Context: an optimization exercise on an open-source flow, tuned for small area, a short achievable clock period and few clock cycles. The choices shown serve that exercise and are no tape-out recipe. The clock port is modelled as an ideal driver; clocking choices that lean on that would not hold on a real chip. Power figures rest on the tool's default switching activity, not on a simulated workload.

## top
module top(
    input clk,
    input rst,
    input [7:0] in_data,
    input in_valid,
    input storage_reset,
    output [11:0] out_data,
    output out_valid,
    output in_rdy,
    output [1:0] err_data,
    output err_valid
);
Size: roughly 490 cells after synthesis, about 29 I/O pins, ~4600 sq um of cells after synthesis.
clock: 100.0 ns
lec_check: 0
cap_margin: 20
core_margin: 2
core_utilization: 40
slew_margin: 20
standard.sh (not shown) runs the stock make flow with config.mk's settings and CLKGATE_MAP_FILE= SYNTH_SCRIPT=/design/flow/synth_recipe.tcl, a recipe that flattens the netlist after the stock synthesis.
==> flow/flow/run.sh <==
#!/bin/bash
# The standard layout (the standard.sh) with these changes:
#  1. after the standard synthesis, flow/fa_polarity.py flips full-adder
#     cells (all inputs and outputs complemented, same function) to remove
#     inverters, and flow/remap.tcl re-maps the remaining combinational
#     logic for area with ABC's area mapper (flip-flops and full adders kept).
#     A netlist is used only if Yosys proves it equivalent to the standard
#     netlist (flow/equiv.ys); otherwise the previous one is kept;
#  2. plain buf_1 cells as the port buffers;
#  3. a one-level clock tree built by flow/clock_tree.tcl before CTS
#     (3 clkbuf_16, each driving a third of the flip-flops) instead of
#     TritonCTS's H-tree.
# Each tool's output goes to its own log file in this folder.
set -u
export FLOW_CLK_CELL=sky130_fd_sc_hd__clkbuf_16
RES=orfs/results/sky130hd/top/base
bash standard.sh synth > synth.log 2>&1 || exit 1
cp $RES/1_2_yosys.v 1_2_yosys.std.v
use=1_2_yosys.std.v
proven() {  # proven NETLIST LOG
  cp "$1" gate.v
  yosys -l "$2" -q flow/equiv.ys > /dev/null 2>&1 && grep -q "Equivalence successfully proven" "$2"
}
if python3 flow/fa_polarity.py --free-logic 1_2_yosys.std.v 1_2_yosys.fa.v > fa_polarity.log 2>&1 &&
   proven 1_2_yosys.fa.v equiv_fa.log; then
  use=1_2_yosys.fa.v
  if yosys -l remap.log -q -c flow/remap.tcl > /dev/null 2>&1 &&
     proven 1_2_yosys.remap.v equiv_remap.log; then
    use=1_2_yosys.remap.v
  fi
fi
echo "netlist used: $use" > netlist_used.log
if [ "$use" != 1_2_yosys.std.v ]; then
  cp $use $RES/1_2_yosys.v
  rm -f $RES/1_synth.odb $RES/1_synth.sdc
fi
bash standard.sh BUFFER_PORTS_ARGS="-buffer_cell sky130_fd_sc_hd__buf_1" \
  PRE_CTS_TCL="$PWD/flow/clock_tree.tcl" finish > standard.log 2>&1
==> flow/flow/clock_tree.tcl <==
# PRE_CTS hook: a one-level clock tree. The clock port drives three clock
# buffers; each drives one third of the flip-flops (cut by x position),
# placed at the centre of its third. TritonCTS then finds the clock net
# already buffered and leaves it alone.
proc my_clock_tree {cell nbuf} {
  set block [ord::get_db_block]
  set net [$block findNet clk]
  set pts {}
  foreach it [$net getITerms] {
    set b [[$it getInst] getBBox]
    lappend pts [list $it [expr {([$b xMin]+[$b xMax])/2.0}] [expr {([$b yMin]+[$b yMax])/2.0}]]
  }
  set pts [lsort -real -index 1 $pts]
  set n [llength $pts]
  set dbu [$block getDbUnitsPerMicron]
  for {set k 0} {$k < $nbuf} {incr k} {
    set g [lrange $pts [expr {$k * $n / $nbuf}] [expr {($k + 1) * $n / $nbuf - 1}]]
    set pins {}
    set sx 0; set sy 0
    foreach p $g {
      set it [lindex $p 0]
      lappend pins [get_pins "[[$it getInst] getName]/[[$it getMTerm] getName]"]
      set sx [expr {$sx + [lindex $p 1]}]; set sy [expr {$sy + [lindex $p 2]}]
    }
    set m [llength $g]
    insert_buffer -buffer_cell $cell -net clk -load_pins $pins \
      -location [list [expr {$sx / $m / $dbu}] [expr {$sy / $m / $dbu}]]
    puts "clock buffer $k: $m flip-flops"
  }
}
my_clock_tree $::env(FLOW_CLK_CELL) 3
Other scripts of this flow, unchanged in this note and not shown: flow/flow/equiv.ys, flow/flow/fa_polarity.py, flow/flow/remap.tcl
The baseline finished with timing, DRC and antenna clean.
Rerun with:
--- a/flow/flow/run.sh
+++ b/flow/flow/run.sh
@@ -10,3 +10,3 @@
 #  3. a one-level clock tree built by flow/clock_tree.tcl before CTS
-#     (3 clkbuf_16, each driving a third of the flip-flops) instead of
+#     (4 clkbuf_16, each driving a quarter of the flip-flops) instead of
 #     TritonCTS's H-tree.
==> flow/flow/clock_tree.tcl (replaced) <==
# PRE_CTS hook: a one-level clock tree. The clock port drives four clock
# buffers; each drives one quarter of the flip-flops (split at the median x,
# then each half at its median y), placed at the quarter's centre. TritonCTS
# then finds the clock net already buffered and leaves it alone.
proc my_clock_tree {cell} {
  set block [ord::get_db_block]
  set net [$block findNet clk]
  set pts {}
  foreach it [$net getITerms] {
    set b [[$it getInst] getBBox]
    lappend pts [list $it [expr {([$b xMin]+[$b xMax])/2.0}] [expr {([$b yMin]+[$b yMax])/2.0}]]
  }
  set pts [lsort -real -index 1 $pts]
  set h [expr {[llength $pts] / 2}]
  set groups {}
  foreach half [list [lrange $pts 0 [expr {$h - 1}]] [lrange $pts $h end]] {
    set half [lsort -real -index 2 $half]
    set q [expr {[llength $half] / 2}]
    lappend groups [lrange $half 0 [expr {$q - 1}]] [lrange $half $q end]
  }
  set dbu [$block getDbUnitsPerMicron]
  set k 0
  foreach g $groups {
    set pins {}
    set sx 0; set sy 0
    foreach p $g {
      set it [lindex $p 0]
      lappend pins [get_pins "[[$it getInst] getName]/[[$it getMTerm] getName]"]
      set sx [expr {$sx + [lindex $p 1]}]; set sy [expr {$sy + [lindex $p 2]}]
    }
    set n [llength $g]
    insert_buffer -buffer_cell $cell -net clk -load_pins $pins \
      -location [list [expr {$sx / $n / $dbu}] [expr {$sy / $n / $dbu}]]
    puts "clock buffer $k: $n flip-flops"
    incr k
  }
}
my_clock_tree $::env(FLOW_CLK_CELL)
The changed run produced a clean layout.
Worst hold slack stays flat.
Wire length grows by 0.98%.
Sequential power is about the same.
Synthesized cell count is unchanged.
Global-route usage stays flat.
Core utilization rose by 0.22 points.
Sequential share of layout area is lower by 0.17 points.
Via count rises by 0.89%.
Power rose by 1.5%.
No run of this note included a check of the RTL's function; only the layout flow was run.

## port drivers added, routing unchanged
The results above use ideal ports. As a check the final layouts listed here were re-extracted and re-timed, cells and wires unchanged. Step 1 assumes that a clkbuf_16 drives the clock port and a buf_2 every other input. Step 2 also shifts input and output timing later by t, the mid clock arrival at the registers, as if the neighbouring blocks saw the same clock. Slacks: ideal / step 1 / step 2; pairs: ideal / step 1.
| run | t (ns) | slack for setup (ns) | hold WS [ns] | clock arrival spread, ns | cell pins on the clock port's net |
|---|---|---|---|---|---|
| the first run | 0.229 | 79.210 / 79.147 / 79.253 | 0.462 / 0.462 / 0.462 | 0.009 / 0.009 | 3 |
| the second run | 0.233 | 79.237 / 79.155 / 79.276 | 0.460 / 0.460 / 0.460 | 0.010 / 0.010 | 4 |
After both steps setup and hold are still met in every run listed.
